What follows belongs to an exercise in optimizing a design on an open flow for small area; a production flow would make more cautious choices. Power is estimated from default activity; no workload was simulated.

==> fjord: inputs <==
==> flow/design.v (excerpt) <==
module mul_tree_bf16_12(
        input clk,
        input rst,
        input [(4*32-1):0] mul_ins,
        input mul_stb,
        input [1:0] mode,
        output reg [(4*16-1):0] outputs,
        output reg [3:0] final_output_stbs_1
    );
  reg        s1, v1, v2, v3;    
  reg        m2;                
  reg [17:0] w0, w1, w2, w3;    
  reg [17:0] x0, x1;            
  reg [17:0] y0;                
  wire [17:0] w0_d, w1_d, w2_d, w3_d, x0_d, x1_d, y0_d;
  wire [15:0] p0, p1, p2, p3, q0, q1, r0;
  wire [15:0] q1_a = m2 ? 16'h3f80 : p3;
  bf16_mul_front_lc f_p0 (.a(mul_ins[31:16]),   .b(mul_ins[15:0]),   .w(w0_d));
  bf16_mul_front_lc f_p1 (.a(mul_ins[63:48]),   .b(mul_ins[47:32]),  .w(w1_d));
  bf16_mul_front_lc f_p2 (.a(mul_ins[95:80]),   .b(mul_ins[79:64]),  .w(w2_d));
  bf16_mul_front_lc f_p3 (.a(mul_ins[127:112]), .b(mul_ins[111:96]), .w(w3_d));
  bf16_mul_back  b_p0 (.w(w0), .z(p0));
  bf16_mul_back  b_p1 (.w(w1), .z(p1));
  bf16_mul_back  b_p2 (.w(w2), .z(p2));
  bf16_mul_back  b_p3 (.w(w3), .z(p3));
  bf16_mul_front f_q0 (.a(p1),   .b(p0), .w(x0_d));
  bf16_mul_front f_q1 (.a(q1_a), .b(p2), .w(x1_d));
  bf16_mul_back  b_q0 (.w(x0), .z(q0));
  bf16_mul_back  b_q1 (.w(x1), .z(q1));
  bf16_mul_front f_r0 (.a(q0), .b(q1), .w(y0_d));
  bf16_mul_back  b_r0 (.w(y0), .z(r0));
  always @(posedge clk) begin
    w0 <= w0_d; w1 <= w1_d; w2 <= w2_d; w3 <= w3_d;
    x0 <= x0_d; x1 <= x1_d;
    y0 <= y0_d;
    m2 <= (mode == 2'b10);
    if (rst) begin
      s1 <= 1'b0; v1 <= 1'b0; v2 <= 1'b0; v3 <= 1'b0;
    end else begin
      s1 <= mul_stb; v1 <= s1; v2 <= v1; v3 <= v2;
    end
  end
  always @(*) begin
    case (mode)
      2'b00: begin
        final_output_stbs_1 = {v1, v1, v1, v1};
        outputs = {p3, p2, p1, p0};
      end
      2'b01: begin
        final_output_stbs_1 = {2'b00, v2, v2};
        outputs = {p3, p2, q1, q0};
      end
      2'b10: begin
        final_output_stbs_1 = {2'b00, v1, v3};
        outputs = {p3, p2, p3, r0};
      end
      default: begin
        final_output_stbs_1 = {3'b000, v3};
        outputs = {p3, p2, p3, r0};
      end
    endcase
  end
endmodule
==> module mul_tree_bf16_12, before the edit <==
module mul_tree_bf16_12(
        input clk,
        input rst,
        input [(4*32-1):0] mul_ins,
        input mul_stb,
        input [1:0] mode,
        output reg [(4*16-1):0] outputs,
        output reg [3:0] final_output_stbs_1
    );
  reg        s1, v1, v2, v3;    
  reg        m2;                
  reg [17:0] w0, w1, w2, w3;    
  reg [17:0] x0, x1;            
  reg [17:0] y0;                
  wire [17:0] w0_d, w1_d, w2_d, w3_d, x0_d, x1_d, y0_d;
  wire [15:0] p0, p1, p2, p3, q0, q1, r0;
  wire [15:0] q1_a = m2 ? 16'h3f80 : p3;
  bf16_mul_front_lc f_p0 (.a(mul_ins[31:16]),   .b(mul_ins[15:0]),   .w(w0_d));
  bf16_mul_front_lc f_p1 (.a(mul_ins[63:48]),   .b(mul_ins[47:32]),  .w(w1_d));
  bf16_mul_front_lc f_p2 (.a(mul_ins[95:80]),   .b(mul_ins[79:64]),  .w(w2_d));
  bf16_mul_front_lc f_p3 (.a(mul_ins[127:112]), .b(mul_ins[111:96]), .w(w3_d));
  bf16_mul_back  b_p0 (.w(w0), .z(p0));
  bf16_mul_back  b_p1 (.w(w1), .z(p1));
  bf16_mul_back  b_p2 (.w(w2), .z(p2));
  bf16_mul_back  b_p3 (.w(w3), .z(p3));
  bf16_mul_front f_q0 (.a(p1),   .b(p0), .w(x0_d));
  bf16_mul_front f_q1 (.a(q1_a), .b(p2), .w(x1_d));
  bf16_mul_back  b_q0 (.w(x0), .z(q0));
  bf16_mul_back  b_q1 (.w(x1), .z(q1));
  bf16_mul_front f_r0 (.a(q0), .b(q1), .w(y0_d));
  bf16_mul_back  b_r0 (.w(y0), .z(r0));
  always @(posedge clk) begin
    w0 <= w0_d; w1 <= w1_d; w2 <= w2_d; w3 <= w3_d;
    x0 <= x0_d; x1 <= x1_d;
    y0 <= y0_d;
    m2 <= (mode == 2'b10);
    if (rst) begin
      s1 <= 1'b0; v1 <= 1'b0; v2 <= 1'b0; v3 <= 1'b0;
    end else begin
      s1 <= mul_stb; v1 <= s1; v2 <= v1; v3 <= v2;
    end
  end
  always @(*) begin
    case (mode)
      2'b00: begin
        final_output_stbs_1 = {v1, v1, v1, v1};
        outputs = {p3, p2, p1, p0};
      end
      2'b01: begin
        final_output_stbs_1 = {2'b00, v2, v2};
        outputs = {p3, p2, q1, q0};
      end
      2'b10: begin
        final_output_stbs_1 = {2'b00, v1, v3};
        outputs = {p3, p2, p3, r0};
      end
      default: begin
        final_output_stbs_1 = {3'b000, v3};
        outputs = {p3, p2, p3, r0};
      end
    endcase
  end
endmodule
Settings: LEC_CHECK=0, CAP_MARGIN=20, CORE_MARGIN=2, CORE_UTILIZATION=65, SLEW_MARGIN=20; clock period 5.5 ns.
standard.sh (not shown) runs the stock make flow with config.mk's settings and CLKGATE_MAP_FILE= SYNTH_SCRIPT=/design/flow/synth_recipe.tcl, a recipe that flattens the netlist after the stock synthesis.
==> flow/flow/run.sh <==
#!/bin/bash
# Layout flow: the standard layout (standard.sh) with a smaller buffer
# cell on the ports (every port is still buffered) and a clock tree built
# from clkbuf_4/clkbuf_8 without dummy loads.  standard.sh's output goes to
# standard.log; ORFS's per-step logs stay under orfs/logs/.
set -euo pipefail
export BUFFER_PORTS_ARGS="-buffer_cell sky130_fd_sc_hd__buf_2"
export CTS_ARGS="-sink_clustering_enable -repair_clock_nets -buf_list {sky130_fd_sc_hd__clkbuf_4 sky130_fd_sc_hd__clkbuf_8} -dont_use_dummy_load"
bash standard.sh > standard.log 2>&1
==> delta: changes against fjord <==
==> flow/design.v (replaced) <==
module bf16_mul_front(
    input  [15:0] a,
    input  [15:0] b,
    output [21:0] w
);
  wire       sa = a[15], sb = b[15];
  wire [7:0] ea = a[14:7], eb = b[14:7];
  wire [6:0] fa = a[6:0], fb = b[6:0];
  wire a_max = &ea, b_max = &eb;
  wire a_zer = ~|ea, b_zer = ~|eb;
  wire a_fz  = ~|fa, b_fz  = ~|fb;
  wire nan   = (a_max & ~a_fz) | (b_max & ~b_fz) |
               (a_max & b_zer & b_fz) | (b_max & a_zer & a_fz);
  wire inf   = a_max | b_max;
  wire zer   = a_zer | b_zer;
  wire [8:0] S   = ea + eb + 9'd1;
  wire       ulo = ~S[8] & (~S[7] | ~|S[6:0]);     
  wire       uhi = S[8] & (S[7:0] > 8'd124);       
  wire [1:0] cls = nan              ? 2'd3 :
                   inf              ? 2'd2 :
                   zer | ulo        ? 2'd1 :
                   uhi              ? 2'd2 : 2'd0;
  wire [7:0] e0  = {~S[7], S[6:0]};
  wire t1 = (fa[0]&fb[6]) ^ (fa[1]&fb[5]);
  wire t2 = (fa[0]&fb[6]) & (fa[1]&fb[5]);
  wire t3 = fa[0] ^ fb[0] ^ (fa[1]&fb[6]);
  wire t4 = (fa[0] & fb[0]) | (fa[0] & (fa[1]&fb[6])) | (fb[0] & (fa[1]&fb[6]));
  wire t5 = (fa[2]&fb[5]) ^ (fa[3]&fb[4]);
  wire t6 = (fa[2]&fb[5]) & (fa[3]&fb[4]);
  wire t7 = fa[1] ^ fb[1] ^ (fa[2]&fb[6]);
  wire t8 = (fa[1] & fb[1]) | (fa[1] & (fa[2]&fb[6])) | (fb[1] & (fa[2]&fb[6]));
  wire t9 = (fa[3]&fb[5]) ^ (fa[4]&fb[4]);
  wire t10 = (fa[3]&fb[5]) & (fa[4]&fb[4]);
  wire t11 = fa[2] ^ fb[2] ^ (fa[3]&fb[6]);
  wire t12 = (fa[2] & fb[2]) | (fa[2] & (fa[3]&fb[6])) | (fb[2] & (fa[3]&fb[6]));
  wire t13 = (fa[0]&fb[4]) ^ (fa[1]&fb[3]);
  wire t14 = (fa[0]&fb[4]) & (fa[1]&fb[3]);
  wire t15 = (fa[0]&fb[5]) ^ (fa[1]&fb[4]) ^ (fa[2]&fb[3]);
  wire t16 = ((fa[0]&fb[5]) & (fa[1]&fb[4])) | ((fa[0]&fb[5]) & (fa[2]&fb[3])) | ((fa[1]&fb[4]) & (fa[2]&fb[3]));
  wire t17 = (fa[3]&fb[2]) ^ (fa[4]&fb[1]);
  wire t18 = (fa[3]&fb[2]) & (fa[4]&fb[1]);
  wire t19 = (fa[2]&fb[4]) ^ (fa[3]&fb[3]) ^ (fa[4]&fb[2]);
  wire t20 = ((fa[2]&fb[4]) & (fa[3]&fb[3])) | ((fa[2]&fb[4]) & (fa[4]&fb[2])) | ((fa[3]&fb[3]) & (fa[4]&fb[2]));
  wire t21 = (fa[5]&fb[1]) ^ (fa[6]&fb[0]) ^ t1;
  wire t22 = ((fa[5]&fb[1]) & (fa[6]&fb[0])) | ((fa[5]&fb[1]) & t1) | ((fa[6]&fb[0]) & t1);
  wire t23 = (fa[4]&fb[3]) ^ (fa[5]&fb[2]) ^ (fa[6]&fb[1]);
  wire t24 = ((fa[4]&fb[3]) & (fa[5]&fb[2])) | ((fa[4]&fb[3]) & (fa[6]&fb[1])) | ((fa[5]&fb[2]) & (fa[6]&fb[1]));
  wire t25 = t3 ^ t5 ^ t2;
  wire t26 = (t3 & t5) | (t3 & t2) | (t5 & t2);
  wire t27 = (fa[5]&fb[3]) ^ (fa[6]&fb[2]) ^ t7;
  wire t28 = ((fa[5]&fb[3]) & (fa[6]&fb[2])) | ((fa[5]&fb[3]) & t7) | ((fa[6]&fb[2]) & t7);
  wire t29 = t9 ^ t4 ^ t6;
  wire t30 = (t9 & t4) | (t9 & t6) | (t4 & t6);
  wire t31 = (fa[4]&fb[5]) ^ (fa[5]&fb[4]) ^ (fa[6]&fb[3]);
  wire t32 = ((fa[4]&fb[5]) & (fa[5]&fb[4])) | ((fa[4]&fb[5]) & (fa[6]&fb[3])) | ((fa[5]&fb[4]) & (fa[6]&fb[3]));
  wire t33 = t11 ^ t8 ^ t10;
  wire t34 = (t11 & t8) | (t11 & t10) | (t8 & t10);
  wire t35 = fa[3] ^ fb[3] ^ (fa[4]&fb[6]);
  wire t36 = (fa[3] & fb[3]) | (fa[3] & (fa[4]&fb[6])) | (fb[3] & (fa[4]&fb[6]));
  wire t37 = (fa[5]&fb[5]) ^ (fa[6]&fb[4]) ^ t12;
  wire t38 = ((fa[5]&fb[5]) & (fa[6]&fb[4])) | ((fa[5]&fb[5]) & t12) | ((fa[6]&fb[4]) & t12);
  wire t39 = fa[4] ^ fb[4] ^ (fa[5]&fb[6]);
  wire t40 = (fa[4] & fb[4]) | (fa[4] & (fa[5]&fb[6])) | (fb[4] & (fa[5]&fb[6]));
  wire t41 = (fa[0]&fb[3]) ^ (fa[1]&fb[2]);
  wire t42 = (fa[0]&fb[3]) & (fa[1]&fb[2]);
  wire t43 = (fa[2]&fb[2]) ^ (fa[3]&fb[1]) ^ (fa[4]&fb[0]);
  wire t44 = ((fa[2]&fb[2]) & (fa[3]&fb[1])) | ((fa[2]&fb[2]) & (fa[4]&fb[0])) | ((fa[3]&fb[1]) & (fa[4]&fb[0]));
  wire t45 = (fa[5]&fb[0]) ^ t15 ^ t17;
  wire t46 = ((fa[5]&fb[0]) & t15) | ((fa[5]&fb[0]) & t17) | (t15 & t17);
  wire t47 = t19 ^ t21 ^ t16;
  wire t48 = (t19 & t21) | (t19 & t16) | (t21 & t16);
  wire t49 = t23 ^ t25 ^ t20;
  wire t50 = (t23 & t25) | (t23 & t20) | (t25 & t20);
  wire t51 = t27 ^ t29 ^ t24;
  wire t52 = (t27 & t29) | (t27 & t24) | (t29 & t24);
  wire t53 = t31 ^ t33 ^ t28;
  wire t54 = (t31 & t33) | (t31 & t28) | (t33 & t28);
  wire t55 = t35 ^ t37 ^ t32;
  wire t56 = (t35 & t37) | (t35 & t32) | (t37 & t32);
  wire t57 = (fa[6]&fb[5]) ^ t39 ^ t36;
  wire t58 = ((fa[6]&fb[5]) & t39) | ((fa[6]&fb[5]) & t36) | (t39 & t36);
  wire t59 = fa[5] ^ fb[5] ^ (fa[6]&fb[6]);
  wire t60 = (fa[5] & fb[5]) | (fa[5] & (fa[6]&fb[6])) | (fb[5] & (fa[6]&fb[6]));
  wire t61 = (fa[0]&fb[2]) ^ (fa[1]&fb[1]);
  wire t62 = (fa[0]&fb[2]) & (fa[1]&fb[1]);
  wire t63 = (fa[2]&fb[1]) ^ (fa[3]&fb[0]) ^ t41;
  wire t64 = ((fa[2]&fb[1]) & (fa[3]&fb[0])) | ((fa[2]&fb[1]) & t41) | ((fa[3]&fb[0]) & t41);
  wire t65 = t13 ^ t43 ^ t42;
  wire t66 = (t13 & t43) | (t13 & t42) | (t43 & t42);
  wire t67 = t14 ^ t45 ^ t44;
  wire t68 = (t14 & t45) | (t14 & t44) | (t45 & t44);
  wire t69 = t18 ^ t47 ^ t46;
  wire t70 = (t18 & t47) | (t18 & t46) | (t47 & t46);
  wire t71 = t22 ^ t49 ^ t48;
  wire t72 = (t22 & t49) | (t22 & t48) | (t49 & t48);
  wire t73 = t26 ^ t51 ^ t50;
  wire t74 = (t26 & t51) | (t26 & t50) | (t51 & t50);
  wire t75 = t30 ^ t53 ^ t52;
  wire t76 = (t30 & t53) | (t30 & t52) | (t53 & t52);
  wire t77 = t34 ^ t55 ^ t54;
  wire t78 = (t34 & t55) | (t34 & t54) | (t55 & t54);
  wire t79 = t38 ^ t57 ^ t56;
  wire t80 = (t38 & t57) | (t38 & t56) | (t57 & t56);
  wire t81 = t40 ^ t59 ^ t58;
  wire t82 = (t40 & t59) | (t40 & t58) | (t59 & t58);
  wire t83 = fa[6] ^ fb[6] ^ t60;
  wire t84 = (fa[6] & fb[6]) | (fa[6] & t60) | (fb[6] & t60);
  wire [15:0] pr0 = {1'b0, 1'b1, t83, t81, t79, t77, t75, t73, t71, t69, t67, t65, t63, (fa[2]&fb[0]), (fa[0]&fb[1]), (fa[0]&fb[0])};
  wire [15:0] pr1 = {1'b0, t84, t82, t80, t78, t76, t74, t72, t70, t68, t66, t64, t62, t61, (fa[1]&fb[0]), 1'b0};
  wire [9:0] u;
  wire [15:0] p = pr0 + pr1;
  assign u = p[15:6];
  wire st = (fa[0]&fb[0]) | (fa[0]&fb[1]) | (fa[0]&fb[2]) | (fa[0]&fb[3]) | (fa[0]&fb[4]) | (fa[0]&fb[5]) | (fa[1]&fb[0]) | (fa[1]&fb[1]) | (fa[1]&fb[2]) | (fa[1]&fb[3]) | (fa[1]&fb[4]) | (fa[2]&fb[0]) | (fa[2]&fb[1]) | (fa[2]&fb[2]) | (fa[2]&fb[3]) | (fa[3]&fb[0]) | (fa[3]&fb[1]) | (fa[3]&fb[2]) | (fa[4]&fb[0]) | (fa[4]&fb[1]) | (fa[5]&fb[0]);
  assign w = {sa ^ sb, cls, e0, u, st};
endmodule
module bf16_mul_back(
    input  [21:0] w,
    output [15:0] z
);
  wire       s   = w[21];
  wire [1:0] cls = w[20:19];
  wire [7:0] e0  = w[18:11];
  wire [9:0] u   = w[10:1];           
  wire       st  = w[0];
  wire       h    = u[9];
  wire [6:0] n0   = u[7:1];           
  wire [6:0] n1   = u[8:2];           
  wire       rnd0 = u[0] & (st | n0[0]);
  wire       rnd1 = u[1] & (st | u[0] | n1[0]);
  wire [6:0] m0   = n0 + rnd0;
  wire [6:0] m1   = n1 + rnd1;
  wire       ovf  = h & rnd1 & (&n1);
  wire [6:0] m    = h ? m1 : m0;
  wire [7:0] ez   = e0 + h + ovf;
  assign z = cls == 2'd3 ? 16'hffc0 :
             cls == 2'd2 ? {s, 8'hff, 7'd0} :
             cls == 2'd1 ? {s, 15'd0} :
                           {s, ez, m};
endmodule
module mul_tree_bf16_12(
        input clk,
        input rst,
        input [(4*32-1):0] mul_ins,
        input mul_stb,
        input [1:0] mode,
        output reg [(4*16-1):0] outputs,
        output reg [3:0] final_output_stbs_1
    );
  reg        s1, v1, v2, v3;    
  reg        m2;                
  reg [21:0] w0, w1, w2, w3;    
  reg [21:0] x0, x1;            
  reg [21:0] y0;                
  wire [21:0] w0_d, w1_d, w2_d, w3_d, x0_d, x1_d, y0_d;
  wire [15:0] p0, p1, p2, p3, q0, q1, r0;
  wire [15:0] q1_a = m2 ? 16'h3f80 : p3;
  bf16_mul_front f_p0 (.a(mul_ins[31:16]),   .b(mul_ins[15:0]),   .w(w0_d));
  bf16_mul_front f_p1 (.a(mul_ins[63:48]),   .b(mul_ins[47:32]),  .w(w1_d));
  bf16_mul_front f_p2 (.a(mul_ins[95:80]),   .b(mul_ins[79:64]),  .w(w2_d));
  bf16_mul_front f_p3 (.a(mul_ins[127:112]), .b(mul_ins[111:96]), .w(w3_d));
  bf16_mul_back  b_p0 (.w(w0), .z(p0));
  bf16_mul_back  b_p1 (.w(w1), .z(p1));
  bf16_mul_back  b_p2 (.w(w2), .z(p2));
  bf16_mul_back  b_p3 (.w(w3), .z(p3));
  bf16_mul_front f_q0 (.a(p1),   .b(p0), .w(x0_d));
  bf16_mul_front f_q1 (.a(q1_a), .b(p2), .w(x1_d));
  bf16_mul_back  b_q0 (.w(x0), .z(q0));
  bf16_mul_back  b_q1 (.w(x1), .z(q1));
  bf16_mul_front f_r0 (.a(q0), .b(q1), .w(y0_d));
  bf16_mul_back  b_r0 (.w(y0), .z(r0));
  always @(posedge clk) begin
    w0 <= w0_d; w1 <= w1_d; w2 <= w2_d; w3 <= w3_d;
    x0 <= x0_d; x1 <= x1_d;
    y0 <= y0_d;
    m2 <= (mode == 2'b10);
    if (rst) begin
      s1 <= 1'b0; v1 <= 1'b0; v2 <= 1'b0; v3 <= 1'b0;
    end else begin
      s1 <= mul_stb; v1 <= s1; v2 <= v1; v3 <= v2;
    end
  end
  always @(*) begin
    case (mode)
      2'b00: begin
        final_output_stbs_1 = {v1, v1, v1, v1};
        outputs = {p3, p2, p1, p0};
      end
      2'b01: begin
        final_output_stbs_1 = {2'b00, v2, v2};
        outputs = {p3, p2, q1, q0};
      end
      2'b10: begin
        final_output_stbs_1 = {2'b00, v1, v3};
        outputs = {p3, p2, p3, r0};
      end
      default: begin
        final_output_stbs_1 = {3'b000, v3};
        outputs = {p3, p2, p3, r0};
      end
    endcase
  end
endmodule
==> flow/run.sh (new file) <==
#!/bin/bash
# synth_recipe.tcl (not shown) runs the flow's synth.tcl, then flattens the netlist and writes it again
# the make line also repeats each setting of config.mk as NAME=value (left out here)
make -C /OpenROAD-flow-scripts/flow DESIGN_CONFIG=/design/flow/config.mk WORK_HOME=/design/flow/orfs CLKGATE_MAP_FILE= SYNTH_SCRIPT=/design/flow/synth_recipe.tcl finish
- GPL_TIMING_DRIVEN: default -> 0
removed: flow/flow/run.sh
removed: flow/standard.sh
==> nickel: changes against fjord <==
--- a/flow/design.v
+++ b/flow/design.v
@@ -297,21 +297,21 @@
   bf16_mul_front_lc f_p0 (.a(mul_ins[31:16]),   .b(mul_ins[15:0]),   .w(w0_d));
   bf16_mul_front_lc f_p1 (.a(mul_ins[63:48]),   .b(mul_ins[47:32]),  .w(w1_d));
   bf16_mul_front_lc f_p2 (.a(mul_ins[95:80]),   .b(mul_ins[79:64]),  .w(w2_d));
   bf16_mul_front_lc f_p3 (.a(mul_ins[127:112]), .b(mul_ins[111:96]), .w(w3_d));
   bf16_mul_back  b_p0 (.w(w0), .z(p0));
   bf16_mul_back  b_p1 (.w(w1), .z(p1));
   bf16_mul_back  b_p2 (.w(w2), .z(p2));
   bf16_mul_back  b_p3 (.w(w3), .z(p3));
-  bf16_mul_front f_q0 (.a(p1),   .b(p0), .w(x0_d));
-  bf16_mul_front f_q1 (.a(q1_a), .b(p2), .w(x1_d));
+  bf16_mul_front_lc f_q0 (.a(p1),   .b(p0), .w(x0_d));
+  bf16_mul_front_lc f_q1 (.a(q1_a), .b(p2), .w(x1_d));
   bf16_mul_back  b_q0 (.w(x0), .z(q0));
   bf16_mul_back  b_q1 (.w(x1), .z(q1));
-  bf16_mul_front f_r0 (.a(q0), .b(q1), .w(y0_d));
+  bf16_mul_front_lc f_r0 (.a(q0), .b(q1), .w(y0_d));
   bf16_mul_back  b_r0 (.w(y0), .z(r0));
   always @(posedge clk) begin
     w0 <= w0_d; w1 <= w1_d; w2 <= w2_d; w3 <= w3_d;
     x0 <= x0_d; x1 <= x1_d;
     y0 <= y0_d;
     m2 <= (mode == 2'b10);
     if (rst) begin
       s1 <= 1'b0; v1 <= 1'b0; v2 <= 1'b0; v3 <= 1'b0;
==> comparison table <==
quantity                                                                               nickel                       delta                      fjord
Status                                                                         finished clean              finished clean             finished clean
Number of buffers other than clock buffers in the final layout                            402                         266                        399
Power per cell area                                                             594.2 nW/um^2               650.4 nW/um^2              545.0 nW/um^2
Fraction of synthesized area in multiplexers                                           2.789%                      1.403%                     1.268%
Critical path buffer and inverter count                                                     4                           0                          5
Footprint of the multi-input gates                                                17,460 um^2                 19,090 um^2                17,700 um^2
Multi-input logic cell count                                                            1,916                       2,241                      1,982
Multi-input gate share of the layout cell area                                         69.14%                      69.85%                     69.95%
Post-synthesis share of cell area spent on xor and xnor gates                          4.388%                      5.857%                     4.681%
Average wire length per cell after detail routing                                    16.80 um                    17.74 um                   16.99 um
Final-stage net count                                                                   3,576                       3,739                      3,610
CTS Root Buffer Type                                                sky130_fd_sc_hd__clkbuf_8  sky130_fd_sc_hd__clkbuf_16  sky130_fd_sc_hd__clkbuf_8
Number of optimization iterations in the first detailed-route pass                          6                           8                          5
Non-clock buffer contribution to total cell area                                       10.06%                      8.554%                     9.895%
Start point of the worst hold path                                              v1$_SDFF_PP0_               v2$_SDFF_PP0_              s1$_SDFF_PP0_
No run of this note included a check of the RTL's function; only the layout flow was run.

==> port drivers added, routing unchanged <==
The results above use ideal ports. As a check the final layouts listed here were re-extracted and re-timed, cells and wires unchanged.
Step 1 sets driving cells, clkbuf_16 on the clock port and buf_2 on the other inputs (assumed; they add their load-dependent delay and slew).
Step 2 moves the port delays by t, midway between the first and last clock arrival at a register: inputs arrive t later, outputs are due t later. That takes back most of the time a late clock gives input paths.
Three values: ideal ports, drivers, drivers and shift; two values: the first two.
run	t (ns)	setup slack, ns	latest minus earliest clock arrival (ns)
fjord	0.484	0.132 / 0.132 / -0.232	0.037 / 0.037
delta	0.474	0.080 / 0.080 / -0.186	0.010 / 0.010
nickel	0.500	0.168 / 0.168 / -0.185	0.040 / 0.041
Met with ideal ports but missed after step 2: setup timing in every run listed. The setup slack of fjord, which loses most, moves by 0.000 ns with the drivers and by -0.364 ns with both steps.
